Background: an optimization exercise with open tools, aiming at small area and a short achievable clock period. Do not read the settings as production practice.
The RTL was checked by simulation tests, not by an equivalence proof against the original design.
Power and IR drop assume default switching activity.

==> design.v <==
module neuron_l2 (
    input clk,
    input reset,
    input enable,
    input startup,
    input signed [17*16-1:0] in,
    input signed [15:0] weight,
    output reg signed [15:0] out,
    output reg outvalid,
    output reg tmp3
);
    wire load = enable & startup;
    wire comp = enable & ~startup;
    reg [15:0] C [0:16];
    reg [16:0] V;        
    reg [16:0] z;        
    reg [8:0] ps;        
    reg dly;             
    reg ld1;
    reg [15:0] wr1;
    wire [16:0] tz = {z[14:0], z[16:15]};    
    wire wen = dly ? ld1 : load;
    wire [15:0] wd = dly ? wr1 : weight;
    reg [16:0] wsel;
    integer j;
    always @(*) begin
        for (j = 0; j < 17; j = j + 1)
            wsel[j] = (j % 2 == 0) ? (wen & ps[j / 2]) : 1'b0;
    end
    always @(posedge clk) begin
        ld1 <= load;
        wr1 <= weight;
        if (!load) begin
            ps[0] <= tz[0];
            for (j = 1; j < 9; j = j + 1)
                ps[j] <= tz[2 * j] | tz[2 * j - 1];
            dly <= tz[1] | tz[3] | tz[5] | tz[7] | tz[9] | tz[11] | tz[13] | tz[15];
        end
        C[0] <= wsel[0] ? wd : C[16];
        for (j = 1; j < 17; j = j + 1)
            if (j % 2)
                C[j] <= C[j - 1];
            else
                C[j] <= wsel[j] ? wd : C[j - 1];
    end
    always @(posedge clk or posedge reset) begin
        if (reset) begin
            V <= 17'd0;
            z <= 17'd1;
        end else begin
            V <= wsel | {V[15:0], V[16]};
            z <= {z[15:0], z[16]};
        end
    end
    reg [4:0] raddr;
    reg newIn, s1, s2;
    always @(posedge clk or posedge reset) begin
        if (reset) begin
            raddr <= 0; newIn <= 0; s1 <= 0; s2 <= 0;
        end else if (enable) begin
            if (startup) begin
                raddr <= 0; newIn <= 0;
            end else if (raddr == 5'd16) begin
                raddr <= 0; newIn <= 1;
            end else begin
                raddr <= raddr + 5'd1; newIn <= 0;
            end
            s1 <= newIn; s2 <= s1;
        end else begin
            raddr <= 0; newIn <= 0;
        end
    end
    reg t3i, ovi;
    always @(posedge clk or posedge reset) begin
        if (reset) begin
            t3i <= 0; ovi <= 0;
        end else if (enable) begin
            t3i <= s2; ovi <= t3i;
        end
    end
    always @(posedge clk) begin
        if (reset) begin
            tmp3 <= 0; outvalid <= 0;
        end else begin
            tmp3 <= enable ? s2 : t3i;
            outvalid <= enable ? t3i : ovi;
        end
    end
    wire xon = V[0] & ~newIn;
    reg [15:0] xsel;
    integer i;
    always @(*) begin
        xsel = 16'd0;
        for (i = 0; i < 17; i = i + 1)
            xsel = xsel | (in[16*i +: 16] & {16{z[i]}});
    end
    reg [15:0] xr;
    reg [7:0] bm1, bm2, bng;    
    reg nul;    
    wire [16:0] we = {C[0], 1'b0};
    integer d;
    always @(posedge clk) begin
        xr <= xsel;
        nul <= newIn;
        for (d = 0; d < 8; d = d + 1) begin
            bm1[d] <= xon & (we[2*d+1] ^ we[2*d]);
            bm2[d] <= xon & ((~we[2*d+2] & we[2*d+1] & we[2*d]) | (we[2*d+2] & ~we[2*d+1] & ~we[2*d]));
            bng[d] <= xon & we[2*d+2] & ~(we[2*d+1] & we[2*d]);
        end
    end
    wire [7:0] bneg = bng;
    wire [16:0] x1 = {xr[15], xr};
    wire [16:0] x2 = {xr, 1'b0};
    wire sx0 = ~pp0[16] & ~nul;
    wire sx1 = ~pp1[16] & ~nul;
    wire sx2 = ~pp2[16] & ~nul;
    wire sx3 = ~pp3[16] & ~nul;
    wire sx4 = ~pp4[16] & ~nul;
    wire sx5 = ~pp5[16] & ~nul;
    wire sx6 = ~pp6[16] & ~nul;
    wire sx7 = ~pp7[16] & ~nul;
    wire [16:0] pp0 = (({17{bm1[0]}} & x1) | ({17{bm2[0]}} & x2)) ^ {17{bng[0]}};
    wire [16:0] pp1 = (({17{bm1[1]}} & x1) | ({17{bm2[1]}} & x2)) ^ {17{bng[1]}};
    wire [16:0] pp2 = (({17{bm1[2]}} & x1) | ({17{bm2[2]}} & x2)) ^ {17{bng[2]}};
    wire [16:0] pp3 = (({17{bm1[3]}} & x1) | ({17{bm2[3]}} & x2)) ^ {17{bng[3]}};
    wire [16:0] pp4 = (({17{bm1[4]}} & x1) | ({17{bm2[4]}} & x2)) ^ {17{bng[4]}};
    wire [16:0] pp5 = (({17{bm1[5]}} & x1) | ({17{bm2[5]}} & x2)) ^ {17{bng[5]}};
    wire [16:0] pp6 = (({17{bm1[6]}} & x1) | ({17{bm2[6]}} & x2)) ^ {17{bng[6]}};
    wire [16:0] pp7 = (({17{bm1[7]}} & x1) | ({17{bm2[7]}} & x2)) ^ {17{bng[7]}};
    wire a1 = pp0[10] ^ pp1[8];
    wire a2 = pp0[10] & pp1[8];
    wire a3 = pp0[11] ^ pp1[9];
    wire a4 = pp0[11] & pp1[9];
    wire a5 = pp0[12] ^ pp1[10] ^ pp2[8];
    wire a6 = (pp0[12] & pp1[10]) | (pp0[12] & pp2[8]) | (pp1[10] & pp2[8]);
    wire a7 = pp3[6] ^ pp4[4];
    wire a8 = pp3[6] & pp4[4];
    wire a9 = pp0[13] ^ pp1[11] ^ pp2[9];
    wire a10 = (pp0[13] & pp1[11]) | (pp0[13] & pp2[9]) | (pp1[11] & pp2[9]);
    wire a11 = pp3[7] ^ pp4[5];
    wire a12 = pp3[7] & pp4[5];
    wire a13 = pp0[14] ^ pp1[12] ^ pp2[10];
    wire a14 = (pp0[14] & pp1[12]) | (pp0[14] & pp2[10]) | (pp1[12] & pp2[10]);
    wire a15 = pp3[8] ^ pp4[6] ^ pp5[4];
    wire a16 = (pp3[8] & pp4[6]) | (pp3[8] & pp5[4]) | (pp4[6] & pp5[4]);
    wire a17 = pp6[2] ^ pp7[0];
    wire a18 = pp6[2] & pp7[0];
    wire a19 = pp0[15] ^ pp1[13] ^ pp2[11];
    wire a20 = (pp0[15] & pp1[13]) | (pp0[15] & pp2[11]) | (pp1[13] & pp2[11]);
    wire a21 = pp3[9] ^ pp4[7] ^ pp5[5];
    wire a22 = (pp3[9] & pp4[7]) | (pp3[9] & pp5[5]) | (pp4[7] & pp5[5]);
    wire a23 = pp6[3] ^ pp7[1];
    wire a24 = pp6[3] & pp7[1];
    wire a25 = sx0 ^ pp1[14] ^ pp2[12];
    wire a26 = (sx0 & pp1[14]) | (sx0 & pp2[12]) | (pp1[14] & pp2[12]);
    wire a27 = pp3[10] ^ pp4[8] ^ pp5[6];
    wire a28 = (pp3[10] & pp4[8]) | (pp3[10] & pp5[6]) | (pp4[8] & pp5[6]);
    wire a29 = pp6[4] ^ pp7[2];
    wire a30 = pp6[4] & pp7[2];
    wire a31 = pp1[15] ^ pp2[13] ^ pp3[11];
    wire a32 = (pp1[15] & pp2[13]) | (pp1[15] & pp3[11]) | (pp2[13] & pp3[11]);
    wire a33 = pp4[9] ^ pp5[7] ^ pp6[5];
    wire a34 = (pp4[9] & pp5[7]) | (pp4[9] & pp6[5]) | (pp5[7] & pp6[5]);
    wire a35 = sx1 ^ pp2[14] ^ pp3[12];
    wire a36 = (sx1 & pp2[14]) | (sx1 & pp3[12]) | (pp2[14] & pp3[12]);
    wire a37 = pp4[10] ^ pp5[8];
    wire a38 = pp4[10] & pp5[8];
    wire a39 = pp2[15] ^ pp3[13] ^ pp4[11];
    wire a40 = (pp2[15] & pp3[13]) | (pp2[15] & pp4[11]) | (pp3[13] & pp4[11]);
    wire a41 = sx2 ^ pp3[14];
    wire a42 = sx2 & pp3[14];
    wire a43 = pp0[6] ^ pp1[4];
    wire a44 = pp0[6] & pp1[4];
    wire a45 = pp0[7] ^ pp1[5];
    wire a46 = pp0[7] & pp1[5];
    wire a47 = pp0[8] ^ pp1[6] ^ pp2[4];
    wire a48 = (pp0[8] & pp1[6]) | (pp0[8] & pp2[4]) | (pp1[6] & pp2[4]);
    wire a49 = pp3[2] ^ pp4[0];
    wire a50 = pp3[2] & pp4[0];
    wire a51 = pp0[9] ^ pp1[7] ^ pp2[5];
    wire a52 = (pp0[9] & pp1[7]) | (pp0[9] & pp2[5]) | (pp1[7] & pp2[5]);
    wire a53 = pp3[3] ^ pp4[1];
    wire a54 = pp3[3] & pp4[1];
    wire a55 = a1 ^ pp2[6] ^ pp3[4];
    wire a56 = (a1 & pp2[6]) | (a1 & pp3[4]) | (pp2[6] & pp3[4]);
    wire a57 = pp4[2] ^ pp5[0] ^ bneg[5];
    wire a58 = (pp4[2] & pp5[0]) | (pp4[2] & bneg[5]) | (pp5[0] & bneg[5]);
    wire a59 = a3 ^ pp2[7] ^ pp3[5];
    wire a60 = (a3 & pp2[7]) | (a3 & pp3[5]) | (pp2[7] & pp3[5]);
    wire a61 = pp4[3] ^ pp5[1] ^ a2;
    wire a62 = (pp4[3] & pp5[1]) | (pp4[3] & a2) | (pp5[1] & a2);
    wire a63 = a5 ^ a7 ^ pp5[2];
    wire a64 = (a5 & a7) | (a5 & pp5[2]) | (a7 & pp5[2]);
    wire a65 = pp6[0] ^ bneg[6] ^ a4;
    wire a66 = (pp6[0] & bneg[6]) | (pp6[0] & a4) | (bneg[6] & a4);
    wire a67 = a9 ^ a11 ^ pp5[3];
    wire a68 = (a9 & a11) | (a9 & pp5[3]) | (a11 & pp5[3]);
    wire a69 = pp6[1] ^ a6 ^ a8;
    wire a70 = (pp6[1] & a6) | (pp6[1] & a8) | (a6 & a8);
    wire a71 = a13 ^ a15 ^ a17;
    wire a72 = (a13 & a15) | (a13 & a17) | (a15 & a17);
    wire a73 = bneg[7] ^ a10 ^ a12;
    wire a74 = (bneg[7] & a10) | (bneg[7] & a12) | (a10 & a12);
    wire a75 = a19 ^ a21 ^ a23;
    wire a76 = (a19 & a21) | (a19 & a23) | (a21 & a23);
    wire a77 = a14 ^ a16 ^ a18;
    wire a78 = (a14 & a16) | (a14 & a18) | (a16 & a18);
    wire a79 = a25 ^ a27 ^ a29;
    wire a80 = (a25 & a27) | (a25 & a29) | (a27 & a29);
    wire a81 = a20 ^ a22 ^ a24;
    wire a82 = (a20 & a22) | (a20 & a24) | (a22 & a24);
    wire a83 = a31 ^ a33 ^ pp7[3];
    wire a84 = (a31 & a33) | (a31 & pp7[3]) | (a33 & pp7[3]);
    wire a85 = a26 ^ a28 ^ a30;
    wire a86 = (a26 & a28) | (a26 & a30) | (a28 & a30);
    wire a87 = a35 ^ a37 ^ pp6[6];
    wire a88 = (a35 & a37) | (a35 & pp6[6]) | (a37 & pp6[6]);
    wire a89 = pp7[4] ^ a32 ^ a34;
    wire a90 = (pp7[4] & a32) | (pp7[4] & a34) | (a32 & a34);
    wire a91 = a39 ^ pp5[9] ^ pp6[7];
    wire a92 = (a39 & pp5[9]) | (a39 & pp6[7]) | (pp5[9] & pp6[7]);
    wire a93 = pp7[5] ^ a36 ^ a38;
    wire a94 = (pp7[5] & a36) | (pp7[5] & a38) | (a36 & a38);
    wire a95 = a41 ^ pp4[12] ^ pp5[10];
    wire a96 = (a41 & pp4[12]) | (a41 & pp5[10]) | (pp4[12] & pp5[10]);
    wire a97 = pp6[8] ^ pp7[6] ^ a40;
    wire a98 = (pp6[8] & pp7[6]) | (pp6[8] & a40) | (pp7[6] & a40);
    wire a99 = pp3[15] ^ pp4[13] ^ pp5[11];
    wire a100 = (pp3[15] & pp4[13]) | (pp3[15] & pp5[11]) | (pp4[13] & pp5[11]);
    wire a101 = pp6[9] ^ pp7[7] ^ a42;
    wire a102 = (pp6[9] & pp7[7]) | (pp6[9] & a42) | (pp7[7] & a42);
    wire a103 = sx3 ^ pp4[14] ^ pp5[12];
    wire a104 = (sx3 & pp4[14]) | (sx3 & pp5[12]) | (pp4[14] & pp5[12]);
    wire a105 = pp6[10] ^ pp7[8];
    wire a106 = pp6[10] & pp7[8];
    wire a107 = pp4[15] ^ pp5[13] ^ pp6[11];
    wire a108 = (pp4[15] & pp5[13]) | (pp4[15] & pp6[11]) | (pp5[13] & pp6[11]);
    wire a109 = sx4 ^ pp5[14];
    wire a110 = sx4 & pp5[14];
    wire a111 = pp0[2] ^ pp1[0] ^ bneg[1];
    wire a112 = (pp0[2] & pp1[0]) | (pp0[2] & bneg[1]) | (pp1[0] & bneg[1]);
    wire a113 = pp0[4] ^ pp1[2] ^ pp2[0];
    wire a114 = (pp0[4] & pp1[2]) | (pp0[4] & pp2[0]) | (pp1[2] & pp2[0]);
    wire a115 = pp5[15] ^ pp6[13] ^ pp7[11];
    wire a116 = (pp5[15] & pp6[13]) | (pp5[15] & pp7[11]) | (pp6[13] & pp7[11]);
    wire a117 = sx5 ^ pp6[14] ^ pp7[12];
    wire a118 = (sx5 & pp6[14]) | (sx5 & pp7[12]) | (pp6[14] & pp7[12]);
    wire a119 = pp6[15] ^ pp7[13] ^ a118;
    wire a120 = (pp6[15] & pp7[13]) | (pp6[15] & a118) | (pp7[13] & a118);
    reg [27:0] r1 [0:3];
    always @(posedge clk) begin
        r1[0] <= {a119, a116, a110, a109, a107, a103, a99, a95, a91, a87, a83, a79, a75, a71, a67, a63, a59, a55, a51, a47, a45, a43, pp0[5], bneg[2], pp0[3], a111, pp0[1], pp0[0]};
        r1[1] <= {1'b0, a117, a115, pp6[12], pp7[9], a105, a101, a97, a93, a89, a85, a81, a77, a73, a69, a65, a61, a57, a53, a49, pp2[3], pp2[2], pp1[3], a113, pp1[1], 1'b0, 1'b0, bneg[0]};
        r1[2] <= {1'b0, 1'b0, 1'b0, pp7[10], a104, a100, a96, a92, a88, a84, a80, a76, a72, a68, a64, a60, a56, a52, a48, bneg[4], pp3[1], pp3[0], pp2[1], 1'b0, a112, 1'b0, 1'b0, 1'b0};
        r1[3] <= {1'b0, 1'b0, 1'b0, a108, a106, a102, a98, a94, a90, a86, a82, a78, a74, a70, a66, a62, a58, a54, a50, a46, a44, bneg[3], a114, 1'b0, 1'b0, 1'b0, 1'b0, 1'b0};
    end
    reg [27:0] as, ac;
    reg clr, clrc;
    always @(posedge clk) clr <= comp & ~s1 & (raddr == 5'd1);
    always @(posedge clk) clrc <= comp & ~nul & (raddr == 5'd1);
    wire [27:0] fs = clr ? 28'd89849856 : as;
    wire [27:0] fc = clrc ? 28'd0 : ac;
    wire b1 = r1[0][3] ^ r1[1][3];
    wire b2 = r1[0][3] & r1[1][3];
    wire b3 = r1[0][4] ^ r1[1][4];
    wire b4 = r1[0][4] & r1[1][4];
    wire b5 = r1[0][5] ^ r1[1][5] ^ r1[2][5];
    wire b6 = (r1[0][5] & r1[1][5]) | (r1[0][5] & r1[2][5]) | (r1[1][5] & r1[2][5]);
    wire b7 = r1[3][5] ^ fs[5];
    wire b8 = r1[3][5] & fs[5];
    wire b9 = r1[0][6] ^ r1[1][6] ^ r1[2][6];
    wire b10 = (r1[0][6] & r1[1][6]) | (r1[0][6] & r1[2][6]) | (r1[1][6] & r1[2][6]);
    wire b11 = r1[3][6] ^ fs[6] ^ fc[6];
    wire b12 = (r1[3][6] & fs[6]) | (r1[3][6] & fc[6]) | (fs[6] & fc[6]);
    wire b13 = r1[0][7] ^ r1[1][7] ^ r1[2][7];
    wire b14 = (r1[0][7] & r1[1][7]) | (r1[0][7] & r1[2][7]) | (r1[1][7] & r1[2][7]);
    wire b15 = r1[3][7] ^ fs[7] ^ fc[7];
    wire b16 = (r1[3][7] & fs[7]) | (r1[3][7] & fc[7]) | (fs[7] & fc[7]);
    wire b17 = r1[0][8] ^ r1[1][8] ^ r1[2][8];
    wire b18 = (r1[0][8] & r1[1][8]) | (r1[0][8] & r1[2][8]) | (r1[1][8] & r1[2][8]);
    wire b19 = r1[3][8] ^ fs[8] ^ fc[8];
    wire b20 = (r1[3][8] & fs[8]) | (r1[3][8] & fc[8]) | (fs[8] & fc[8]);
    wire b21 = r1[0][9] ^ r1[1][9] ^ r1[2][9];
    wire b22 = (r1[0][9] & r1[1][9]) | (r1[0][9] & r1[2][9]) | (r1[1][9] & r1[2][9]);
    wire b23 = r1[3][9] ^ fs[9] ^ fc[9];
    wire b24 = (r1[3][9] & fs[9]) | (r1[3][9] & fc[9]) | (fs[9] & fc[9]);
    wire b25 = r1[0][10] ^ r1[1][10] ^ r1[2][10];
    wire b26 = (r1[0][10] & r1[1][10]) | (r1[0][10] & r1[2][10]) | (r1[1][10] & r1[2][10]);
    wire b27 = r1[3][10] ^ fs[10] ^ fc[10];
    wire b28 = (r1[3][10] & fs[10]) | (r1[3][10] & fc[10]) | (fs[10] & fc[10]);
    wire b29 = r1[0][11] ^ r1[1][11] ^ r1[2][11];
    wire b30 = (r1[0][11] & r1[1][11]) | (r1[0][11] & r1[2][11]) | (r1[1][11] & r1[2][11]);
    wire b31 = r1[3][11] ^ fs[11] ^ fc[11];
    wire b32 = (r1[3][11] & fs[11]) | (r1[3][11] & fc[11]) | (fs[11] & fc[11]);
    wire b33 = r1[0][12] ^ r1[1][12] ^ r1[2][12];
    wire b34 = (r1[0][12] & r1[1][12]) | (r1[0][12] & r1[2][12]) | (r1[1][12] & r1[2][12]);
    wire b35 = r1[3][12] ^ fs[12] ^ fc[12];
    wire b36 = (r1[3][12] & fs[12]) | (r1[3][12] & fc[12]) | (fs[12] & fc[12]);
    wire b37 = r1[0][13] ^ r1[1][13] ^ r1[2][13];
    wire b38 = (r1[0][13] & r1[1][13]) | (r1[0][13] & r1[2][13]) | (r1[1][13] & r1[2][13]);
    wire b39 = r1[3][13] ^ fs[13] ^ fc[13];
    wire b40 = (r1[3][13] & fs[13]) | (r1[3][13] & fc[13]) | (fs[13] & fc[13]);
    wire b41 = r1[0][14] ^ r1[1][14] ^ r1[2][14];
    wire b42 = (r1[0][14] & r1[1][14]) | (r1[0][14] & r1[2][14]) | (r1[1][14] & r1[2][14]);
    wire b43 = r1[3][14] ^ fs[14] ^ fc[14];
    wire b44 = (r1[3][14] & fs[14]) | (r1[3][14] & fc[14]) | (fs[14] & fc[14]);
    wire b45 = r1[0][15] ^ r1[1][15] ^ r1[2][15];
    wire b46 = (r1[0][15] & r1[1][15]) | (r1[0][15] & r1[2][15]) | (r1[1][15] & r1[2][15]);
    wire b47 = r1[3][15] ^ fs[15] ^ fc[15];
    wire b48 = (r1[3][15] & fs[15]) | (r1[3][15] & fc[15]) | (fs[15] & fc[15]);
    wire b49 = r1[0][16] ^ r1[1][16] ^ r1[2][16];
    wire b50 = (r1[0][16] & r1[1][16]) | (r1[0][16] & r1[2][16]) | (r1[1][16] & r1[2][16]);
    wire b51 = r1[3][16] ^ fs[16] ^ fc[16];
    wire b52 = (r1[3][16] & fs[16]) | (r1[3][16] & fc[16]) | (fs[16] & fc[16]);
    wire b53 = r1[0][17] ^ r1[1][17] ^ r1[2][17];
    wire b54 = (r1[0][17] & r1[1][17]) | (r1[0][17] & r1[2][17]) | (r1[1][17] & r1[2][17]);
    wire b55 = r1[3][17] ^ fs[17] ^ fc[17];
    wire b56 = (r1[3][17] & fs[17]) | (r1[3][17] & fc[17]) | (fs[17] & fc[17]);
    wire b57 = r1[0][18] ^ r1[1][18] ^ r1[2][18];
    wire b58 = (r1[0][18] & r1[1][18]) | (r1[0][18] & r1[2][18]) | (r1[1][18] & r1[2][18]);
    wire b59 = r1[3][18] ^ fs[18] ^ fc[18];
    wire b60 = (r1[3][18] & fs[18]) | (r1[3][18] & fc[18]) | (fs[18] & fc[18]);
    wire b61 = r1[0][19] ^ r1[1][19] ^ r1[2][19];
    wire b62 = (r1[0][19] & r1[1][19]) | (r1[0][19] & r1[2][19]) | (r1[1][19] & r1[2][19]);
    wire b63 = r1[3][19] ^ fs[19] ^ fc[19];
    wire b64 = (r1[3][19] & fs[19]) | (r1[3][19] & fc[19]) | (fs[19] & fc[19]);
    wire b65 = r1[0][20] ^ r1[1][20] ^ r1[2][20];
    wire b66 = (r1[0][20] & r1[1][20]) | (r1[0][20] & r1[2][20]) | (r1[1][20] & r1[2][20]);
    wire b67 = r1[3][20] ^ fs[20] ^ fc[20];
    wire b68 = (r1[3][20] & fs[20]) | (r1[3][20] & fc[20]) | (fs[20] & fc[20]);
    wire b69 = r1[0][21] ^ r1[1][21] ^ r1[2][21];
    wire b70 = (r1[0][21] & r1[1][21]) | (r1[0][21] & r1[2][21]) | (r1[1][21] & r1[2][21]);
    wire b71 = r1[3][21] ^ fs[21] ^ fc[21];
    wire b72 = (r1[3][21] & fs[21]) | (r1[3][21] & fc[21]) | (fs[21] & fc[21]);
    wire b73 = r1[0][22] ^ r1[1][22] ^ r1[2][22];
    wire b74 = (r1[0][22] & r1[1][22]) | (r1[0][22] & r1[2][22]) | (r1[1][22] & r1[2][22]);
    wire b75 = r1[3][22] ^ fs[22] ^ fc[22];
    wire b76 = (r1[3][22] & fs[22]) | (r1[3][22] & fc[22]) | (fs[22] & fc[22]);
    wire b77 = r1[0][23] ^ r1[1][23] ^ r1[2][23];
    wire b78 = (r1[0][23] & r1[1][23]) | (r1[0][23] & r1[2][23]) | (r1[1][23] & r1[2][23]);
    wire b79 = r1[3][23] ^ fs[23] ^ fc[23];
    wire b80 = (r1[3][23] & fs[23]) | (r1[3][23] & fc[23]) | (fs[23] & fc[23]);
    wire b81 = r1[0][24] ^ r1[1][24] ^ r1[2][24];
    wire b82 = (r1[0][24] & r1[1][24]) | (r1[0][24] & r1[2][24]) | (r1[1][24] & r1[2][24]);
    wire b83 = r1[3][24] ^ fs[24] ^ fc[24];
    wire b84 = (r1[3][24] & fs[24]) | (r1[3][24] & fc[24]) | (fs[24] & fc[24]);
    wire b85 = r1[0][25] ^ r1[1][25] ^ fs[25];
    wire b86 = (r1[0][25] & r1[1][25]) | (r1[0][25] & fs[25]) | (r1[1][25] & fs[25]);
    wire b87 = r1[0][26] ^ r1[1][26];
    wire b88 = r1[0][26] & r1[1][26];
    wire b89 = r1[0][0] ^ r1[1][0];
    wire b90 = r1[0][0] & r1[1][0];
    wire b91 = r1[0][1] ^ fs[1];
    wire b92 = r1[0][1] & fs[1];
    wire b93 = r1[0][2] ^ fs[2];
    wire b94 = r1[0][2] & fs[2];
    wire b95 = b1 ^ r1[2][3] ^ fs[3];
    wire b96 = (b1 & r1[2][3]) | (b1 & fs[3]) | (r1[2][3] & fs[3]);
    wire b97 = b3 ^ fs[4] ^ fc[4];
    wire b98 = (b3 & fs[4]) | (b3 & fc[4]) | (fs[4] & fc[4]);
    wire b99 = b5 ^ b7 ^ fc[5];
    wire b100 = (b5 & b7) | (b5 & fc[5]) | (b7 & fc[5]);
    wire b101 = b9 ^ b11 ^ b6;
    wire b102 = (b9 & b11) | (b9 & b6) | (b11 & b6);
    wire b103 = b13 ^ b15 ^ b10;
    wire b104 = (b13 & b15) | (b13 & b10) | (b15 & b10);
    wire b105 = b17 ^ b19 ^ b14;
    wire b106 = (b17 & b19) | (b17 & b14) | (b19 & b14);
    wire b107 = b21 ^ b23 ^ b18;
    wire b108 = (b21 & b23) | (b21 & b18) | (b23 & b18);
    wire b109 = b25 ^ b27 ^ b22;
    wire b110 = (b25 & b27) | (b25 & b22) | (b27 & b22);
    wire b111 = b29 ^ b31 ^ b26;
    wire b112 = (b29 & b31) | (b29 & b26) | (b31 & b26);
    wire b113 = b33 ^ b35 ^ b30;
    wire b114 = (b33 & b35) | (b33 & b30) | (b35 & b30);
    wire b115 = b37 ^ b39 ^ b34;
    wire b116 = (b37 & b39) | (b37 & b34) | (b39 & b34);
    wire b117 = b41 ^ b43 ^ b38;
    wire b118 = (b41 & b43) | (b41 & b38) | (b43 & b38);
    wire b119 = b45 ^ b47 ^ b42;
    wire b120 = (b45 & b47) | (b45 & b42) | (b47 & b42);
    wire b121 = b49 ^ b51 ^ b46;
    wire b122 = (b49 & b51) | (b49 & b46) | (b51 & b46);
    wire b123 = b53 ^ b55 ^ b50;
    wire b124 = (b53 & b55) | (b53 & b50) | (b55 & b50);
    wire b125 = b57 ^ b59 ^ b54;
    wire b126 = (b57 & b59) | (b57 & b54) | (b59 & b54);
    wire b127 = b61 ^ b63 ^ b58;
    wire b128 = (b61 & b63) | (b61 & b58) | (b63 & b58);
    wire b129 = b65 ^ b67 ^ b62;
    wire b130 = (b65 & b67) | (b65 & b62) | (b67 & b62);
    wire b131 = b69 ^ b71 ^ b66;
    wire b132 = (b69 & b71) | (b69 & b66) | (b71 & b66);
    wire b133 = b73 ^ b75 ^ b70;
    wire b134 = (b73 & b75) | (b73 & b70) | (b75 & b70);
    wire b135 = b77 ^ b79 ^ b74;
    wire b136 = (b77 & b79) | (b77 & b74) | (b79 & b74);
    wire b137 = b81 ^ b83 ^ b78;
    wire b138 = (b81 & b83) | (b81 & b78) | (b83 & b78);
    wire b139 = b85 ^ fc[25] ^ b82;
    wire b140 = (b85 & fc[25]) | (b85 & b82) | (fc[25] & b82);
    wire b141 = b87 ^ fs[26] ^ fc[26];
    wire b142 = (b87 & fs[26]) | (b87 & fc[26]) | (fs[26] & fc[26]);
    wire b143 = r1[0][27] ^ fs[27] ^ fc[27];
    wire b144 = (r1[0][27] & fs[27]) | (r1[0][27] & fc[27]) | (fs[27] & fc[27]);
    wire b145 = b89 ^ fs[0];
    wire b146 = b89 & fs[0];
    wire b147 = b91 ^ fc[1] ^ b90;
    wire b148 = (b91 & fc[1]) | (b91 & b90) | (fc[1] & b90);
    wire b149 = b93 ^ fc[2] ^ b92;
    wire b150 = (b93 & fc[2]) | (b93 & b92) | (fc[2] & b92);
    wire b151 = b95 ^ fc[3] ^ b94;
    wire b152 = (b95 & fc[3]) | (b95 & b94) | (fc[3] & b94);
    wire b153 = b97 ^ b2 ^ b96;
    wire b154 = (b97 & b2) | (b97 & b96) | (b2 & b96);
    wire b155 = b99 ^ b4 ^ b98;
    wire b156 = (b99 & b4) | (b99 & b98) | (b4 & b98);
    wire b157 = b101 ^ b8 ^ b100;
    wire b158 = (b101 & b8) | (b101 & b100) | (b8 & b100);
    wire b159 = b103 ^ b12 ^ b102;
    wire b160 = (b103 & b12) | (b103 & b102) | (b12 & b102);
    wire b161 = b105 ^ b16 ^ b104;
    wire b162 = (b105 & b16) | (b105 & b104) | (b16 & b104);
    wire b163 = b107 ^ b20 ^ b106;
    wire b164 = (b107 & b20) | (b107 & b106) | (b20 & b106);
    wire b165 = b109 ^ b24 ^ b108;
    wire b166 = (b109 & b24) | (b109 & b108) | (b24 & b108);
    wire b167 = b111 ^ b28 ^ b110;
    wire b168 = (b111 & b28) | (b111 & b110) | (b28 & b110);
    wire b169 = b113 ^ b32 ^ b112;
    wire b170 = (b113 & b32) | (b113 & b112) | (b32 & b112);
    wire b171 = b115 ^ b36 ^ b114;
    wire b172 = (b115 & b36) | (b115 & b114) | (b36 & b114);
    wire b173 = b117 ^ b40 ^ b116;
    wire b174 = (b117 & b40) | (b117 & b116) | (b40 & b116);
    wire b175 = b119 ^ b44 ^ b118;
    wire b176 = (b119 & b44) | (b119 & b118) | (b44 & b118);
    wire b177 = b121 ^ b48 ^ b120;
    wire b178 = (b121 & b48) | (b121 & b120) | (b48 & b120);
    wire b179 = b123 ^ b52 ^ b122;
    wire b180 = (b123 & b52) | (b123 & b122) | (b52 & b122);
    wire b181 = b125 ^ b56 ^ b124;
    wire b182 = (b125 & b56) | (b125 & b124) | (b56 & b124);
    wire b183 = b127 ^ b60 ^ b126;
    wire b184 = (b127 & b60) | (b127 & b126) | (b60 & b126);
    wire b185 = b129 ^ b64 ^ b128;
    wire b186 = (b129 & b64) | (b129 & b128) | (b64 & b128);
    wire b187 = b131 ^ b68 ^ b130;
    wire b188 = (b131 & b68) | (b131 & b130) | (b68 & b130);
    wire b189 = b133 ^ b72 ^ b132;
    wire b190 = (b133 & b72) | (b133 & b132) | (b72 & b132);
    wire b191 = b135 ^ b76 ^ b134;
    wire b192 = (b135 & b76) | (b135 & b134) | (b76 & b134);
    wire b193 = b137 ^ b80 ^ b136;
    wire b194 = (b137 & b80) | (b137 & b136) | (b80 & b136);
    wire b195 = b139 ^ b84 ^ b138;
    wire b196 = (b139 & b84) | (b139 & b138) | (b84 & b138);
    wire b197 = b141 ^ b86 ^ b140;
    wire b198 = (b141 & b86) | (b141 & b140) | (b86 & b140);
    wire b199 = b143 ^ b88 ^ b142;
    wire b200 = (b143 & b88) | (b143 & b142) | (b88 & b142);
    always @(posedge clk) begin
        as <= {b199, b197, b195, b193, b191, b189, b187, b185, b183, b181, b179, b177, b175, b173, b171, b169, b167, b165, b163, b161, b159, b157, b155, b153, b151, b149, b147, b145};
        ac <= {b198, b196, b194, b192, b190, b188, b186, b184, b182, b180, b178, b176, b174, b172, b170, b168, b166, b164, b162, b160, b158, b156, b154, b152, b150, b148, b146, fc[0]};
    end
    wire [27:0] pg0 = as ^ ac;
    wire [27:0] gg0 = as & ac;
    wire gl1_1 = gg0[1] | (pg0[1] & gg0[0]);
    wire pl1_1 = pg0[1] & pg0[0];
    wire gl1_3 = gg0[3] | (pg0[3] & gg0[2]);
    wire pl1_3 = pg0[3] & pg0[2];
    wire gl1_5 = gg0[5] | (pg0[5] & gg0[4]);
    wire pl1_5 = pg0[5] & pg0[4];
    wire gl1_7 = gg0[7] | (pg0[7] & gg0[6]);
    wire pl1_7 = pg0[7] & pg0[6];
    wire gl1_9 = gg0[9] | (pg0[9] & gg0[8]);
    wire pl1_9 = pg0[9] & pg0[8];
    wire gl1_11 = gg0[11] | (pg0[11] & gg0[10]);
    wire pl1_11 = pg0[11] & pg0[10];
    wire gl1_13 = gg0[13] | (pg0[13] & gg0[12]);
    wire pl1_13 = pg0[13] & pg0[12];
    wire gl1_15 = gg0[15] | (pg0[15] & gg0[14]);
    wire pl1_15 = pg0[15] & pg0[14];
    wire gl1_17 = gg0[17] | (pg0[17] & gg0[16]);
    wire pl1_17 = pg0[17] & pg0[16];
    wire gl1_19 = gg0[19] | (pg0[19] & gg0[18]);
    wire pl1_19 = pg0[19] & pg0[18];
    wire gl1_21 = gg0[21] | (pg0[21] & gg0[20]);
    wire pl1_21 = pg0[21] & pg0[20];
    wire gl1_23 = gg0[23] | (pg0[23] & gg0[22]);
    wire pl1_23 = pg0[23] & pg0[22];
    wire gl1_25 = gg0[25] | (pg0[25] & gg0[24]);
    wire pl1_25 = pg0[25] & pg0[24];
    wire gl1_27 = gg0[27] | (pg0[27] & gg0[26]);
    wire pl1_27 = pg0[27] & pg0[26];
    wire gl2_2 = gg0[2] | (pg0[2] & gl1_1);
    wire pl2_2 = pg0[2] & pl1_1;
    wire gl2_3 = gl1_3 | (pl1_3 & gl1_1);
    wire pl2_3 = pl1_3 & pl1_1;
    wire gl2_6 = gg0[6] | (pg0[6] & gl1_5);
    wire pl2_6 = pg0[6] & pl1_5;
    wire gl2_7 = gl1_7 | (pl1_7 & gl1_5);
    wire pl2_7 = pl1_7 & pl1_5;
    wire gl2_10 = gg0[10] | (pg0[10] & gl1_9);
    wire pl2_10 = pg0[10] & pl1_9;
    wire gl2_11 = gl1_11 | (pl1_11 & gl1_9);
    wire pl2_11 = pl1_11 & pl1_9;
    wire gl2_14 = gg0[14] | (pg0[14] & gl1_13);
    wire pl2_14 = pg0[14] & pl1_13;
    wire gl2_15 = gl1_15 | (pl1_15 & gl1_13);
    wire pl2_15 = pl1_15 & pl1_13;
    wire gl2_18 = gg0[18] | (pg0[18] & gl1_17);
    wire pl2_18 = pg0[18] & pl1_17;
    wire gl2_19 = gl1_19 | (pl1_19 & gl1_17);
    wire pl2_19 = pl1_19 & pl1_17;
    wire gl2_22 = gg0[22] | (pg0[22] & gl1_21);
    wire pl2_22 = pg0[22] & pl1_21;
    wire gl2_23 = gl1_23 | (pl1_23 & gl1_21);
    wire pl2_23 = pl1_23 & pl1_21;
    wire gl2_26 = gg0[26] | (pg0[26] & gl1_25);
    wire pl2_26 = pg0[26] & pl1_25;
    wire gl2_27 = gl1_27 | (pl1_27 & gl1_25);
    wire pl2_27 = pl1_27 & pl1_25;
    wire gl3_4 = gg0[4] | (pg0[4] & gl2_3);
    wire pl3_4 = pg0[4] & pl2_3;
    wire gl3_5 = gl1_5 | (pl1_5 & gl2_3);
    wire pl3_5 = pl1_5 & pl2_3;
    wire gl3_6 = gl2_6 | (pl2_6 & gl2_3);
    wire pl3_6 = pl2_6 & pl2_3;
    wire gl3_7 = gl2_7 | (pl2_7 & gl2_3);
    wire pl3_7 = pl2_7 & pl2_3;
    wire gl3_12 = gg0[12] | (pg0[12] & gl2_11);
    wire pl3_12 = pg0[12] & pl2_11;
    wire gl3_13 = gl1_13 | (pl1_13 & gl2_11);
    wire pl3_13 = pl1_13 & pl2_11;
    wire gl3_14 = gl2_14 | (pl2_14 & gl2_11);
    wire pl3_14 = pl2_14 & pl2_11;
    wire gl3_15 = gl2_15 | (pl2_15 & gl2_11);
    wire pl3_15 = pl2_15 & pl2_11;
    wire gl3_20 = gg0[20] | (pg0[20] & gl2_19);
    wire pl3_20 = pg0[20] & pl2_19;
    wire gl3_21 = gl1_21 | (pl1_21 & gl2_19);
    wire pl3_21 = pl1_21 & pl2_19;
    wire gl3_22 = gl2_22 | (pl2_22 & gl2_19);
    wire pl3_22 = pl2_22 & pl2_19;
    wire gl3_23 = gl2_23 | (pl2_23 & gl2_19);
    wire pl3_23 = pl2_23 & pl2_19;
    wire gl4_8 = gg0[8] | (pg0[8] & gl3_7);
    wire pl4_8 = pg0[8] & pl3_7;
    wire gl4_9 = gl1_9 | (pl1_9 & gl3_7);
    wire pl4_9 = pl1_9 & pl3_7;
    wire gl4_10 = gl2_10 | (pl2_10 & gl3_7);
    wire pl4_10 = pl2_10 & pl3_7;
    wire gl4_11 = gl2_11 | (pl2_11 & gl3_7);
    wire pl4_11 = pl2_11 & pl3_7;
    wire gl4_12 = gl3_12 | (pl3_12 & gl3_7);
    wire pl4_12 = pl3_12 & pl3_7;
    wire gl4_13 = gl3_13 | (pl3_13 & gl3_7);
    wire pl4_13 = pl3_13 & pl3_7;
    wire gl4_14 = gl3_14 | (pl3_14 & gl3_7);
    wire pl4_14 = pl3_14 & pl3_7;
    wire gl4_15 = gl3_15 | (pl3_15 & gl3_7);
    wire pl4_15 = pl3_15 & pl3_7;
    wire gl4_24 = gg0[24] | (pg0[24] & gl3_23);
    wire pl4_24 = pg0[24] & pl3_23;
    wire gl4_25 = gl1_25 | (pl1_25 & gl3_23);
    wire pl4_25 = pl1_25 & pl3_23;
    wire gl4_26 = gl2_26 | (pl2_26 & gl3_23);
    wire pl4_26 = pl2_26 & pl3_23;
    wire gl4_27 = gl2_27 | (pl2_27 & gl3_23);
    wire pl4_27 = pl2_27 & pl3_23;
    wire gl5_16 = gg0[16] | (pg0[16] & gl4_15);
    wire pl5_16 = pg0[16] & pl4_15;
    wire gl5_17 = gl1_17 | (pl1_17 & gl4_15);
    wire pl5_17 = pl1_17 & pl4_15;
    wire gl5_18 = gl2_18 | (pl2_18 & gl4_15);
    wire pl5_18 = pl2_18 & pl4_15;
    wire gl5_19 = gl2_19 | (pl2_19 & gl4_15);
    wire pl5_19 = pl2_19 & pl4_15;
    wire gl5_20 = gl3_20 | (pl3_20 & gl4_15);
    wire pl5_20 = pl3_20 & pl4_15;
    wire gl5_21 = gl3_21 | (pl3_21 & gl4_15);
    wire pl5_21 = pl3_21 & pl4_15;
    wire gl5_22 = gl3_22 | (pl3_22 & gl4_15);
    wire pl5_22 = pl3_22 & pl4_15;
    wire gl5_23 = gl3_23 | (pl3_23 & gl4_15);
    wire pl5_23 = pl3_23 & pl4_15;
    wire gl5_24 = gl4_24 | (pl4_24 & gl4_15);
    wire pl5_24 = pl4_24 & pl4_15;
    wire gl5_25 = gl4_25 | (pl4_25 & gl4_15);
    wire pl5_25 = pl4_25 & pl4_15;
    wire gl5_26 = gl4_26 | (pl4_26 & gl4_15);
    wire pl5_26 = pl4_26 & pl4_15;
    wire gl5_27 = gl4_27 | (pl4_27 & gl4_15);
    wire pl5_27 = pl4_27 & pl4_15;
    wire [27:0] acc = {(pg0[27] ^ gl5_26), (pg0[26] ^ gl5_25), (pg0[25] ^ gl5_24), (pg0[24] ^ gl5_23), (pg0[23] ^ gl5_22), (pg0[22] ^ gl5_21), (pg0[21] ^ gl5_20), (pg0[20] ^ gl5_19), (pg0[19] ^ gl5_18), (pg0[18] ^ gl5_17), (pg0[17] ^ gl5_16), (pg0[16] ^ gl4_15), (pg0[15] ^ gl4_14), (pg0[14] ^ gl4_13), (pg0[13] ^ gl4_12), (pg0[12] ^ gl4_11), (pg0[11] ^ gl4_10), (pg0[10] ^ gl4_9), (pg0[9] ^ gl4_8), (pg0[8] ^ gl3_7), (pg0[7] ^ gl3_6), (pg0[6] ^ gl3_5), (pg0[5] ^ gl3_4), (pg0[4] ^ gl2_3), (pg0[3] ^ gl2_2), (pg0[2] ^ gl1_1), (pg0[1] ^ gg0[0]), pg0[0]};
    reg og;
    always @(posedge clk) og <= comp & s2 & (raddr == 5'd2) & ~acc[27];
    always @(posedge clk) out <= og ? acc[27:12] : 16'd0;
endmodule
==> flow/run.sh <==
#!/bin/bash
# Standard layout, with plain buffers (not delay cells) on the ports.
set -euo pipefail
export BUFFER_PORTS_ARGS="-buffer_cell sky130_fd_sc_hd__buf_1"
bash standard.sh synth > make_synth.log 2>&1
bash standard.sh finish > make_finish.log 2>&1
==> standard.sh <==
#!/bin/bash
# synth_recipe.tcl (not shown) runs the flow's synth.tcl, then flattens the netlist and writes it again
# the make line also repeats each setting of config.mk as NAME=value (left out here)
make -C /OpenROAD-flow-scripts/flow DESIGN_CONFIG=/design/flow/config.mk WORK_HOME=/design/flow/orfs CLKGATE_MAP_FILE= SYNTH_SCRIPT=/design/flow/synth_recipe.tcl "${@:-finish}"
==> config.mk <==
export PLATFORM = sky130hd
export DESIGN_NAME = neuron_l2
export DESIGN_NICKNAME = neuron_l2
export VERILOG_FILES = /design/flow/design.v
export SDC_FILE = /design/flow/constraint.sdc
export NUM_CORES = 4
export LEC_CHECK = 0
export CAP_MARGIN = 20
export CORE_MARGIN = 2
export CORE_UTILIZATION = 40
export CTS_CLUSTER_DIAMETER = 100
export CTS_CLUSTER_SIZE = 30
export SETUP_SLACK_MARGIN = 4.7
export SLEW_MARGIN = 20
==> constraint.sdc <==
create_clock -name core_clock -period 7.0 [get_ports {clk}]
set_input_delay 1.4000 -clock core_clock [delete_from_list [all_inputs] [get_ports {clk}]]
set_output_delay 1.4000 -clock core_clock [all_outputs]
set_load 0.01 [all_outputs]
==> results of run 1 <==
[repair_timing]
| item | CTS | global route |
|---|---|---|
| gates cloned | 2 | 0 |
| hold endpoints to repair | 0 | 0 |
| buffers inserted | 11 | 1 |
| endpoints found under the setup margin | 257 | 93 |
| resized for setup | 96 | 58 |
| pin swaps | 18 | 24 |
[final timing paths]
path                               start  endpoint  slack, ns  cells after the start
worst max register to register       clr    as[17]       4.61                      7
max in group asynchronous          reset     V[11]       5.56                      3
min in group asynchronous          reset     z[13]       0.98                      3
worst min-delay path            C[14][2]  C[15][2]       0.33                      0
worst max-delay path                tmp3      tmp3       4.54                      1
worst min register to register  C[14][2]  C[15][2]       0.33                      0
[area by class of cell]
cell class	instances	area share (%)
diodes	2	0.01998
clock buffers	31	2.373
clock inverters	3	0.1848
inverters	53	0.8091
multi-input cells	1215	41.09
flip-flops and latches	554	45.80
well taps	704	3.516
repair buffers	344	6.208
[layout by cell type, fill, tap and decap left out, types with 14 or more instances in the layout]
cell,netlist,final
sky130_fd_sc_hd__xnor2_1,125,125
sky130_fd_sc_hd__mux2i_1,21,18
sky130_fd_sc_hd__buf_1,10,289
sky130_fd_sc_hd__inv_1,53,50
sky130_fd_sc_hd__o21ai_0,153,20
sky130_fd_sc_hd__dfxtp_2,0,42
sky130_fd_sc_hd__dfrtp_1,43,43
sky130_fd_sc_hd__nor2b_2,0,14
sky130_fd_sc_hd__nor2_1,40,37
sky130_fd_sc_hd__buf_2,1,16
sky130_fd_sc_hd__a21oi_1,18,16
sky130_fd_sc_hd__nand2_1,191,179
sky130_fd_sc_hd__clkbuf_16,0,22
sky130_fd_sc_hd__buf_4,0,28
sky130_fd_sc_hd__ha_1,59,53
sky130_fd_sc_hd__a22oi_1,227,227
sky130_fd_sc_hd__nand4_1,18,18
sky130_fd_sc_hd__and2_1,22,22
sky130_fd_sc_hd__a222oi_1,16,16
sky130_fd_sc_hd__o21ai_1,2,133
sky130_fd_sc_hd__xor2_1,25,25
sky130_fd_sc_hd__dfxtp_1,500,456
sky130_fd_sc_hd__fa_1,132,120
sky130_fd_sc_hd__nand2b_1,30,26
sky130_fd_sc_hd__nor2b_1,41,22
sky130_fd_sc_hd__nand3_1,21,20
[routing by layer]
layer  vias to the layer above  routed length, um  GRT usage (%)
met5                         -                  0              0
met2                       545              28610          35.72
met4                         0               1133          4.091
met1                      7513              29230          31.86
met3                        65               4281          3.811
li1                       7122                  -              -
[cell families (layout without fill, tap and decap cells)]
group	Yosys count	after routing	synth area share [%]
buffers and inverters	192	431	3.276
other	0	2	0
and+or+nand+nor	405	405	8.955
adders and majority gates	191	191	15.34
AOI/OAI and AO/OA	440	440	13.31
xor gates and xnor gates	150	150	5.962
muxes	29	29	1.363
DFF	554	554	51.79
[state kept, by name, indices dropped and copies added, names as in the netlist, 5 cells and up]
name and cells:
bm2 8, ac 27, bm1 8, ps 9, V 17, out 16
r1 94, xr 16, wr1 16, z 17, as 28, C 272
bng 8, raddr 5
[stage by stage]
stage	utilization, %	power (uW)	hold WS, ns	setup WS, ns	std cells
after floorplan	-	6327	0.3096	4.535	1961
after global placement	43.40	7071	0.3107	3.729	2855
after detailed placement	43.40	7216	0.3121	3.726	2855
after CTS	45.30	8862	0.3286	4.512	2902
after global routing	45.73	9621	0.3418	4.493	2905
final	45.74	8896	0.3255	4.537	2906
[power groups by stage]
stage	combinational [uW]	clock, uW	sequential (uW)
floorplan	2120	0	4210
global placement	2580	0	4490
detailed placement	2720	0	4490
CTS	2810	1610	4440
global route	3370	1720	4540
finish	2870	1570	4460
==> out/qor_table.md, run 1 <==
| Group | Parameter | Value |
|:---|:---|:---|
| timing | Worst-case clock skew | 0.02154 ns |
| pwr | Proportion of total power due to net switching | 33.05% |
| global route | First-pass GRT wire length | 96770 um |
| floorplanning | Die Y-Extent | 238.7 um |
| timing | Final setup violating endpoints | 0 |
| global route | Global-route total usage across every layer | 22.27% |
| global route | Maximum number of pins on one net before global-route repair | 47 |
| finish | Number of nets at the end of the flow | 2673 |
| critical path | Largest fanout on the critical path | 1 |
| cts | Number of H-tree levels | 1 |
| yosys | Unique masters post-synth | 50 |
| route | Residual DRC count | 0 |
| timing | Slew at the pin closest to its max-slew limit | 1.032 ns |
| yosys | Number of synthesis warnings | 3 |
| cts | Insertion delay of the later-clocked pin in the worst-skew pair | 0.59 ns |
| finish | Non-Filler Cell Area, Final | 0.02505 sq mm |
| cts | Count of hold buffers inserted by post-cts repair | 0 |
| critical path | Largest delay share family, worst path | flip-flops |
| critical path | Critical-path cell list | buf_6 |
| critical path | Kind of start point of the critical path | flop |
| global route | Antenna violations before repair | 2 |
| timing | Total Neg Setup Slack | 0 ns |
| pwr | Clk network pwr share | 17.6% |
| floorplanning | Cell Rows | 86 |
| cts | Number of clock sinks | 554 |
| cts | Number of buffers created by CTS | 22 |
| timing | Total count of max-transition violations in the final report | 0 |
| route | Remaining antenna violation count | 0 |
| critical path | Crit path required time | 5.60 ns |
| yosys | Biggest area contributors in the synthesized netlist | sky130_fd_sc_hd__dfxtp_1 45%, sky130_fd_sc_hd__fa_1 12%, sky130_fd_sc_hd__a22oi_1 7.7% |
| global route | Residual overflow from global routing | 0 |
| finish | Multi-input gate area in the final layout | 0.01029 sq mm |
| floorplanning | Initial core utilization | 40.23% |
| yosys | Syn Nets | 2444 |
| yosys | Number of enable flip-flop cells after synthesis | 10 |
| pwr | Psw | 2940 uW |
| timing | Ratio of final minimum period to clock period | 35.18% |
| placement | Instance area after placement | 0.02377 sq mm |
| route | Mean routed wirelength per cell | 21.77 um |
| cts | Clock Root Buffer | sky130_fd_sc_hd__clkbuf_16 |
| timing | RSZ-0062 raised after global routing | yes |
| pwr | Cell internal pwr | 5956 uW |
| route | WL final | 63250 um |
| yosys | Share of the yosys chip area belonging to registers | 51.79% |
| cts | CTS tree | yes |
| critical path | Biggest cell delay along the critical path | 0.37 ns |
| floorplanning | Floorplan Core Area | 0.05477 sq mm |
| timing | Highest clock rate | 406.0 MHz |
| route | Pre-antenna DRT Iters | 7 |
| yosys | Combined area of all synthesized cells | 0.02203 sq mm |
| route | Via Count | 15.25k |
| placement | Detailed Place HPWL | 46750 um |
| finish | Fraction of layout cells with a size suffix above 1 | 10.18% |
| yosys | Gate Count Post-Synth | 1961 |
| critical path | Count of buffer and inverter cells on the critical path | 1 |
| timing | Max-slew headroom | 29.83% |
| yosys | Library cell with the highest instance count after synthesis | sky130_fd_sc_hd__dfxtp_1 |
| job | Count of max-cap constraint violations | 0 |
| pwr | Maximum vdd ir drop | 0.1999 mV |
| status | Run status | timing/DRC/antenna clean |
| cts | Buffer depth of the longest clock path | 3 |
| finish | Number of filler cells placed in the layout | 5098 |
| critical path | Cell with the largest stage delay on the worst path | sky130_fd_sc_hd__dfxtp_2 |
| critical path | Element type at the critical path end | output pin |
| finish | Footprint of the flip-flops and latches | 0.01147 sq mm |
| route | Number of DRC markers after the initial detailed-route iteration | 1390 |
| yosys | Average size of a mapped cell | 11.24 sq um |
| yosys | Area share of the largest cell type after synthesis | 45.43% |
| floorplanning | Total Die Area | 0.05698 sq mm |
| yosys | Share of synthesized flip-flops with an asynchronous set or reset | 7.942% |
| floorplanning | Io pins | 310 |
| global route | Via count of the first global-routing pass | 15.87k |
| placement | Routability-driven placement congestion ratio | 0.9951 |
| pwr | Leakage power | 0.009987 uW |
| pwr | Proportion of power drawn by combinational gates | 32.3% |
| hold path | Type of the tightest min-delay check | reg -> reg |
| pwr | Portion of total power attributed to sequential cells | 50.1% |
| pwr | Power density relative to cell area | 355.1 mW/mm^2 |
| yosys | Yosys top cell by area | sky130_fd_sc_hd__dfxtp_1 |
| yosys | Cell types with the highest counts after synthesis | 500 x sky130_fd_sc_hd__dfxtp_1, 227 x sky130_fd_sc_hd__a22oi_1, 191 x sky130_fd_sc_hd__nand2_1 |
| finish | Synth-to-Final Area Change | 13.68% |
| critical path | Kind of critical path | reg -> out |
| critical path | Worst EP arrival | 1.06 ns |
| yosys | Commonest register cell after synthesis | sky130_fd_sc_hd__dfxtp_1 |
| yosys | Flip-flop and latch count after synthesis | 554 |
| floorplanning | Horizontal die dimension | 238.7 um |
| cts | Clock slew at reported path FFs | 0.11 ns |
| placement | Port buffer count | 309 |
| timing | Time the final worst path needs with I/O delays and setup | 2.463 ns |
| timing | Final Hold Fails | 0 |
| route | Drt via density | 5.246 |
==> run 2, diff against run 1 <==
--- a/config.mk
+++ b/config.mk
@@ -11,4 +11,4 @@
 export CTS_CLUSTER_DIAMETER = 100
 export CTS_CLUSTER_SIZE = 30
-export SETUP_SLACK_MARGIN = 4.7
+export SETUP_SLACK_MARGIN = 4.65
 export SLEW_MARGIN = 20
==> run 2 against run 1 <==
Non-clock buffer count is 20 lower. Global-route usage down 1.0 points. Combinational power fell by 7%. Critical path type unchanged. Still clean on timing, DRC and antenna. Via count down 0.91%. Register-to-register slack hardly changed.
==> out/qor_table.md, run 2 <==
| Group | Parameter | Value |
|:---|:---|:---|
| cts | Clock slew at reported path FFs | 0.11 ns |
| critical path | Kind of critical path | reg -> out |
| hold path | Type of the tightest min-delay check | reg -> reg |
| critical path | Largest delay share family, worst path | flip-flops |
| finish | Max FFs per register | 272 |
| yosys | Number of enable flip-flop cells after synthesis | 10 |
| critical path | Largest fanout on the critical path | 1 |
| cts | Count of hold buffers inserted by post-cts repair | 0 |
| critical path | Biggest cell delay along the critical path | 0.34 ns |
| critical path | Element type at the critical path end | output pin |
| yosys | Commonest register cell after synthesis | sky130_fd_sc_hd__dfxtp_1 |
| finish | Largest registers | C (272), r1 (94), as (28) |
| global route | Maximum number of pins on one net before global-route repair | 47 |
| finish | Commonest cells after routing, fill and taps aside | 457 x sky130_fd_sc_hd__dfxtp_1, 290 x sky130_fd_sc_hd__buf_1, 227 x sky130_fd_sc_hd__a22oi_1, 181 x sky130_fd_sc_hd__nand2_1, 152 x sky130_fd_sc_hd__o21ai_0 |
| finish | Non-Filler Cell Area, Final | 0.02462 sq mm |
| timing | Highest clock rate | 411.8 MHz |
| timing | Hold WS | 0.3269 ns |
| global route | First-pass GRT wire length | 93140 um |
| yosys | Area share of the largest cell type after synthesis | 45.43% |
| yosys | Share of synthesized flip-flops with an asynchronous set or reset | 7.942% |
| yosys | Share of the yosys chip area belonging to registers | 51.79% |
| floorplanning | Io pins | 310 |
| cts | Buffer depth of the longest clock path | 3 |
| timing | Slew at the pin closest to its max-slew limit | 1.049 ns |
| yosys | Biggest area contributors in the synthesized netlist | sky130_fd_sc_hd__dfxtp_1 45%, sky130_fd_sc_hd__fa_1 12%, sky130_fd_sc_hd__a22oi_1 7.7% |
| route | Mean routed wirelength per cell | 21.10 um |
| floorplanning | Horizontal die dimension | 238.7 um |
| pwr | Leakage power | 0.009826 uW |
| yosys | Flip-flop and latch count after synthesis | 554 |
| yosys | Library cell with the highest instance count after synthesis | sky130_fd_sc_hd__dfxtp_1 |
| global route | Antenna violations before repair | 6 |
| cts | Number of clock sinks | 554 |
| yosys | Cell types with the highest counts after synthesis | 500 x sky130_fd_sc_hd__dfxtp_1, 227 x sky130_fd_sc_hd__a22oi_1, 191 x sky130_fd_sc_hd__nand2_1 |
| global route | Via count of the first global-routing pass | 15.31k |
| route | Residual DRC count | 0 |
| finish | Final standard cell utilization of the core | 44.96% |
| job | Count of max-cap constraint violations | 0 |
| route | WL final | 60880 um |
| route | Number of DRC markers after the initial detailed-route iteration | 1331 |
| timing | Final setup violating endpoints | 0 |
| yosys | Yosys top cell by area | sky130_fd_sc_hd__dfxtp_1 |
| pwr | Maximum vdd ir drop | 0.2062 mV |
| pwr | Power density relative to cell area | 350.1 mW/mm^2 |
| timing | Worst-case clock skew | 0.02341 ns |
| critical path | Count of buffer and inverter cells on the critical path | 1 |
| timing | Ratio of final minimum period to clock period | 34.69% |
| critical path | Kind of start point of the critical path | flop |
| cts | Number of H-tree levels | 1 |
| critical path | Cell with the largest stage delay on the worst path | sky130_fd_sc_hd__dfxtp_2 |
| status | Run status | timing/DRC/antenna clean |
| yosys | Syn Nets | 2444 |
| cts | Insertion delay of the later-clocked pin in the worst-skew pair | 0.59 ns |
| yosys | Number of synthesis warnings | 3 |
| pwr | Overall power consumption | 8621 uW |
| critical path | Crit path required time | 5.60 ns |
| floorplanning | Die Y-Extent | 238.7 um |
| global route | Residual overflow from global routing | 0 |
| route | Pre-antenna DRT Iters | 8 |
| yosys | Gate Count Post-Synth | 1961 |
| global route | Global-route total usage across every layer | 21.26% |
| placement | Detailed Place HPWL | 45180 um |
| finish | Most common cell after layout, fill and taps aside | sky130_fd_sc_hd__dfxtp_1 |
| floorplanning | Total Die Area | 0.05698 sq mm |
| timing | Time the final worst path needs with I/O delays and setup | 2.428 ns |
| finish | Number of nets at the end of the flow | 2653 |
| placement | Port buffer count | 309 |
| timing | RSZ-0062 raised after global routing | yes |
| timing | Total Neg Setup Slack | 0 ns |
| critical path | Worst EP arrival | 1.03 ns |
| finish | Register bank with the most flops | C |
| floorplanning | Floorplan Core Area | 0.05477 sq mm |
| placement | Routability-driven placement congestion ratio | 0.9429 |
| finish | Number of filler cells placed in the layout | 5158 |
| critical path | Critical-path cell list | buf_6 |
| finish | Synth-to-Final Area Change | 11.74% |
| floorplanning | Initial core utilization | 40.23% |
| timing | Max-slew headroom | 28.07% |
| timing | Total count of max-transition violations in the final report | 0 |
| route | Drt via density | 5.236 |
| finish | Fraction of layout cells with a size suffix above 1 | 7.307% |
| yosys | Combined area of all synthesized cells | 0.02203 sq mm |
| cts | CTS tree | yes |
| placement | Instance area after placement | 0.02363 sq mm |
| route | Via Count | 15.11k |
| yosys | Average size of a mapped cell | 11.24 sq um |
| cts | Number of buffers created by CTS | 22 |
| timing | Final Hold Fails | 0 |
| route | Remaining antenna violation count | 0 |
| cts | Clock Root Buffer | sky130_fd_sc_hd__clkbuf_16 |
| yosys | Unique masters post-synth | 50 |
| floorplanning | Cell Rows | 86 |
==> run 2: layer usage <==
layer	vias to the layer above	wire length, um	global-route usage [%]
met1	7439	29790	32.63
met5	-	13	0
met4	2	922	3.390
met3	78	3895	3.395
li1	7082	-	-
met2	505	26250	31.96
==> run 2: logic make-up (layout without fill, tap and decap cells) <==
| logic type | count (synthesis) | in the layout | synth area share, % |
|---|---|---|---|
| other | 0 | 5 | 0 |
| AND/OR/NAND/NOR | 405 | 405 | 8.955 |
| multiplexers | 29 | 29 | 1.363 |
| AO/OA/AOI/OAI | 440 | 440 | 13.31 |
| XOR/XNOR | 150 | 150 | 5.962 |
| flip-flops | 554 | 554 | 51.79 |
| adder cells (fa/ha/maj) | 191 | 191 | 15.34 |
| buffers and inverters | 192 | 407 | 3.276 |
==> run 2: layout make-up <==
type | count | area (sq um) | share of cell area (%)
timing repair buffer | 324 | 1379 | 5.600
clock buffer | 27 | 579.3 | 2.353
inverter | 53 | 202.7 | 0.8232
tap | 704 | 880.8 | 3.577
sequential | 554 | 11470 | 46.59
clock inverter | 3 | 46.29 | 0.1880
antenna | 5 | 12.51 | 0.05082
multi-input combinational | 1215 | 10050 | 40.82
==> run 2: final timing paths <==
path / slack, ns / depth (start not counted) / to / startpoint
max: 4.57 / 1 / outvalid / outvalid
min: 0.33 / 0 / C[11][2] / C[10][2]
max reg2reg: 4.61 / 6 / as[17] / clrc
min reg2reg: 0.33 / 0 / C[11][2] / C[10][2]
max in group asynchronous: 5.64 / 3 / V[6] / reset
min in group asynchronous: 0.95 / 3 / z[13] / reset
==> run 2: through the flow <==
stage               instances  setup WS (ns)
floorplan                1961          4.535
global placement         2842          3.526
detailed placement       2842          3.493
CTS                      2874          4.528
global route             2882          4.527
finish                   2885          4.572
==> run 2: repair_timing <==
| item | CTS | global route |
|---|---|---|
| endpoints found under the setup margin | 255 | 69 |
| setup buffers | 2 | 5 |
| gates resized for setup | 63 | 43 |
| pin swaps | 3 | 9 |
| cloned | 0 | 1 |
==> run 2: report_power, final <==
group / switching, uW / internal [uW]
combinational: 1400 / 1280
clock: 929 / 601
sequential: 480 / 3940
==> run 3, diff against run 2 <==
--- a/config.mk
+++ b/config.mk
@@ -11,4 +11,5 @@
 export CTS_CLUSTER_DIAMETER = 100
 export CTS_CLUSTER_SIZE = 30
-export SETUP_SLACK_MARGIN = 4.65
+export GPL_ROUTABILITY_DRIVEN = 0
+export SETUP_SLACK_MARGIN = 4.6
 export SLEW_MARGIN = 20
==> run 3 against run 2 <==
Flip-flop and latch count did not move. Area after synthesis unchanged. Routed wire length down 5.3%. Sequential power about the same. Highest routed layer unchanged. Largest power group unchanged. Core utilization rose by 0.080 points. Combinational power about the same. First-iteration DRC count up 10%. Clock power rose by 9.8%. Setup slack is essentially flat.
==> out/qor_table.md, run 3 <==
| Group | Parameter | Value |
|:---|:---|:---|
| floorplanning | Horizontal die dimension | 238.7 um |
| cts | Number of H-tree levels | 1 |
| timing | Slew at the pin closest to its max-slew limit | 1.062 ns |
| placement | Instance area after placement | 0.02364 sq mm |
| yosys | Flip-flop and latch count after synthesis | 554 |
| yosys | Commonest register cell after synthesis | sky130_fd_sc_hd__dfxtp_1 |
| critical path | Worst EP arrival | 1.03 ns |
| placement | Detailed Place HPWL | 42820 um |
| placement | Setup slack after placement | 3.359 ns |
| cts | Buffer depth of the longest clock path | 3 |
| yosys | Share of the yosys chip area belonging to registers | 51.79% |
| finish | Most common cell after layout, fill and taps aside | sky130_fd_sc_hd__dfxtp_1 |
| timing | Min setup slack post-route | 4.572 ns |
| job | Count of max-cap constraint violations | 0 |
| yosys | Number of synthesis warnings | 3 |
| critical path | Kind of critical path | reg -> out |
| cts | Number of clock sinks | 554 |
| timing | Final Hold Fails | 0 |
| placement | Port buffer count | 309 |
| timing | Highest clock rate | 411.8 MHz |
| critical path | Biggest cell delay along the critical path | 0.34 ns |
| status | Run status | timing/DRC/antenna clean |
| floorplanning | Io pins | 310 |
| pwr | Leakage power | 0.009878 uW |
| global route | Global-route total usage across every layer | 20.20% |
| floorplanning | Die Y-Extent | 238.7 um |
| yosys | Cell types with the highest counts after synthesis | 500 x sky130_fd_sc_hd__dfxtp_1, 227 x sky130_fd_sc_hd__a22oi_1, 191 x sky130_fd_sc_hd__nand2_1 |
| yosys | Biggest area contributors in the synthesized netlist | sky130_fd_sc_hd__dfxtp_1 45%, sky130_fd_sc_hd__fa_1 12%, sky130_fd_sc_hd__a22oi_1 7.7% |
| route | Remaining antenna violation count | 0 |
| floorplanning | Total Die Area | 0.05698 sq mm |
| yosys | Combined area of all synthesized cells | 0.02203 sq mm |
| yosys | Average size of a mapped cell | 11.24 sq um |
| timing | Ratio of final minimum period to clock period | 34.69% |
| finish | Non-Filler Cell Area, Final | 0.02467 sq mm |
| route | Residual DRC count | 0 |
| yosys | Number of enable flip-flop cells after synthesis | 10 |
| route | Mean routed wirelength per cell | 19.96 um |
| route | Pre-antenna DRT Iters | 8 |
| cts | Clock Root Buffer | sky130_fd_sc_hd__clkbuf_16 |
| timing | Time the final worst path needs with I/O delays and setup | 2.428 ns |
| yosys | Library cell with the highest instance count after synthesis | sky130_fd_sc_hd__dfxtp_1 |
| global route | Via count of the first global-routing pass | 15.60k |
| critical path | Critical-path cell list | buf_6 |
| critical path | Largest fanout on the critical path | 1 |
| global route | First-pass GRT wire length | 90000 um |
| timing | Total Neg Setup Slack | 0 ns |
| yosys | Area share of the largest cell type after synthesis | 45.43% |
| timing | Total count of max-transition violations in the final report | 0 |
| finish | Register bank with the most flops | C |
| critical path | Kind of start point of the critical path | flop |
| global route | Residual overflow from global routing | 0 |
| critical path | Element type at the critical path end | output pin |
| global route | Antenna violations before repair | 9 |
| finish | Synth-to-Final Area Change | 11.94% |
| critical path | Count of buffer and inverter cells on the critical path | 1 |
| finish | Largest registers | C (272), r1 (94), as (28) |
| yosys | Unique masters post-synth | 50 |
| route | WL final | 57670 um |
| cts | Number of buffers created by CTS | 23 |
| timing | Final setup violating endpoints | 0 |
| hold path | Type of the tightest min-delay check | reg -> reg |
| cts | CTS tree | yes |
| global route | Maximum number of pins on one net before global-route repair | 47 |
| finish | Commonest cells after routing, fill and taps aside | 466 x sky130_fd_sc_hd__dfxtp_1, 290 x sky130_fd_sc_hd__buf_1, 227 x sky130_fd_sc_hd__a22oi_1, 181 x sky130_fd_sc_hd__nand2_1, 151 x sky130_fd_sc_hd__o21ai_0 |
| yosys | Share of synthesized flip-flops with an asynchronous set or reset | 7.942% |
| route | Number of DRC markers after the initial detailed-route iteration | 1465 |
| finish | Fraction of layout cells with a size suffix above 1 | 6.743% |
| yosys | Gate Count Post-Synth | 1961 |
| route | Via Count | 15.14k |
| cts | Insertion delay of the later-clocked pin in the worst-skew pair | 0.58 ns |
| route | Drt via density | 5.238 |
| pwr | Maximum vdd ir drop | 0.2087 mV |
| floorplanning | Cell Rows | 86 |
| timing | Max-slew headroom | 27.18% |
| cts | Clock slew at reported path FFs | 0.11 ns |
| cts | Count of hold buffers inserted by post-cts repair | 0 |
| finish | Max FFs per register | 272 |
| timing | Worst-case clock skew | 0.01643 ns |
| critical path | Cell with the largest stage delay on the worst path | sky130_fd_sc_hd__dfxtp_2 |
| critical path | Crit path required time | 5.60 ns |
| critical path | Largest delay share family, worst path | flip-flops |
| timing | RSZ-0062 raised after global routing | yes |
| finish | Number of filler cells placed in the layout | 5012 |
| finish | Number of nets at the end of the flow | 2655 |
| yosys | Yosys top cell by area | sky130_fd_sc_hd__dfxtp_1 |
| floorplanning | Initial core utilization | 40.23% |
| floorplanning | Floorplan Core Area | 0.05477 sq mm |
| yosys | Syn Nets | 2444 |
| pwr | Power density relative to cell area | 354.3 mW/mm^2 |
run 3: cell count changes in the layout (fill, tap and decap cells not counted), sizes merged:
cell,delta
diode,+1
inv,+3
clkinvlp,-1
bufinv,+2
buf,+1
clkbuf,-1
run 3: cells by family after synthesis:
family	count (synthesis)	synth area share (%)
multiplexers	29	1.363
flip-flops	554	51.79
AND/OR/NAND/NOR	405	8.955
XOR/XNOR	150	5.962
buffers and inverters	192	3.276
adder cells (fa/ha/maj)	191	15.34
AO/OA/AOI/OAI	440	13.31
run 3: final cells by class:
type / instances / area (sq um) / area share, %
Clock inverter: 7 / 122.6 / 0.4971
Antenna cell: 6 / 15.01 / 0.06087
Sequential cell: 554 / 11460 / 46.46
Multi-Input combinational cell: 1215 / 10030 / 40.67
Inverter: 53 / 202.7 / 0.8217
Tap cell: 704 / 880.8 / 3.571
Clock buffer: 26 / 596.8 / 2.420
Timing Repair Buffer: 325 / 1356 / 5.499
run 3: worst paths after layout:
| kind | from | endpoint | slack (ns) | depth (start not counted) |
|---|---|---|---|---|
| max reg2reg | clrc | as[16] | 4.59 | 6 |
| max | outvalid | outvalid | 4.57 | 1 |
| max in group asynchronous | reset | raddr[2] | 5.64 | 3 |
| min | C[10][8] | C[11][8] | 0.33 | 0 |
| min reg2reg | C[10][8] | C[11][8] | 0.33 | 0 |
| min in group asynchronous | reset | z[12] | 0.97 | 3 |
run 3: stage by stage:
step	util, %	hold slack, ns	total power (uW)	instances
2_1_floorplan	-	0.3096	6293	1961
3_3_place_gp	43.13	0.3096	7011	2842
3_5_place_dp	43.17	0.3121	7115	2844
4_1_cts	44.73	0.3333	8818	2880
5_1_grt	45.01	0.3376	9494	2884
6_report	45.04	0.3284	8738	2890
run 3: power by group:
part	internal (uW)	switching [uW]	total [uW]	leakage, uW
sequential	3930	463	4400	0.00484
clock	708	970	1680	0.000352
combinational	1260	1400	2660	0.00469
total	5900	2830	8740	0.00988
run 3: what timing repair did:
item,in CTS,in global routing
pin swaps,2,1
setup endpoints to repair,226,163
setup buffers,3,4
gates resized for setup,52,33
run 3: layer usage:
layer	part of all wire, %	routed length (um)	track usage (%)
met1	47	27270	29.37
met2	42	24320	29.90
met3	8.4	4834	5.404
met4	1.9	1109	4.413
met5	0.25	145	1.472

-- what the ideal ports hide --
The flow's constraints put no driver on any port. The routed layouts listed below were extracted and timed again, unchanged, in two steps.
Step 1: set_driving_cell puts a clkbuf_16 on clk and a buf_2 on each other input, an assumption about the parent block.
Step 2 moves the port delays by t, midway between the first and last clock arrival at a register: inputs arrive t later, outputs are due t later. That takes back most of the time a late clock gives input paths.
Three values: ideal ports, drivers, drivers and shift; two values: the first two.
| run | t (ns) | setup slack, ns | latest minus earliest clock arrival (ns) |
|---|---|---|---|
| run 1 | 0.631 | 4.537 / 4.484 / 4.203 | 0.023 / 0.023 |
| run 2 | 0.633 | 4.572 / 4.517 / 4.199 | 0.023 / 0.023 |
| run 3 | 0.631 | 4.572 / 4.516 / 4.112 | 0.019 / 0.019 |
After both steps every run listed still meets setup and hold. For run 3, which loses most, drivers alone change the setup slack by -0.056 ns; drivers and shift together by -0.460 ns.
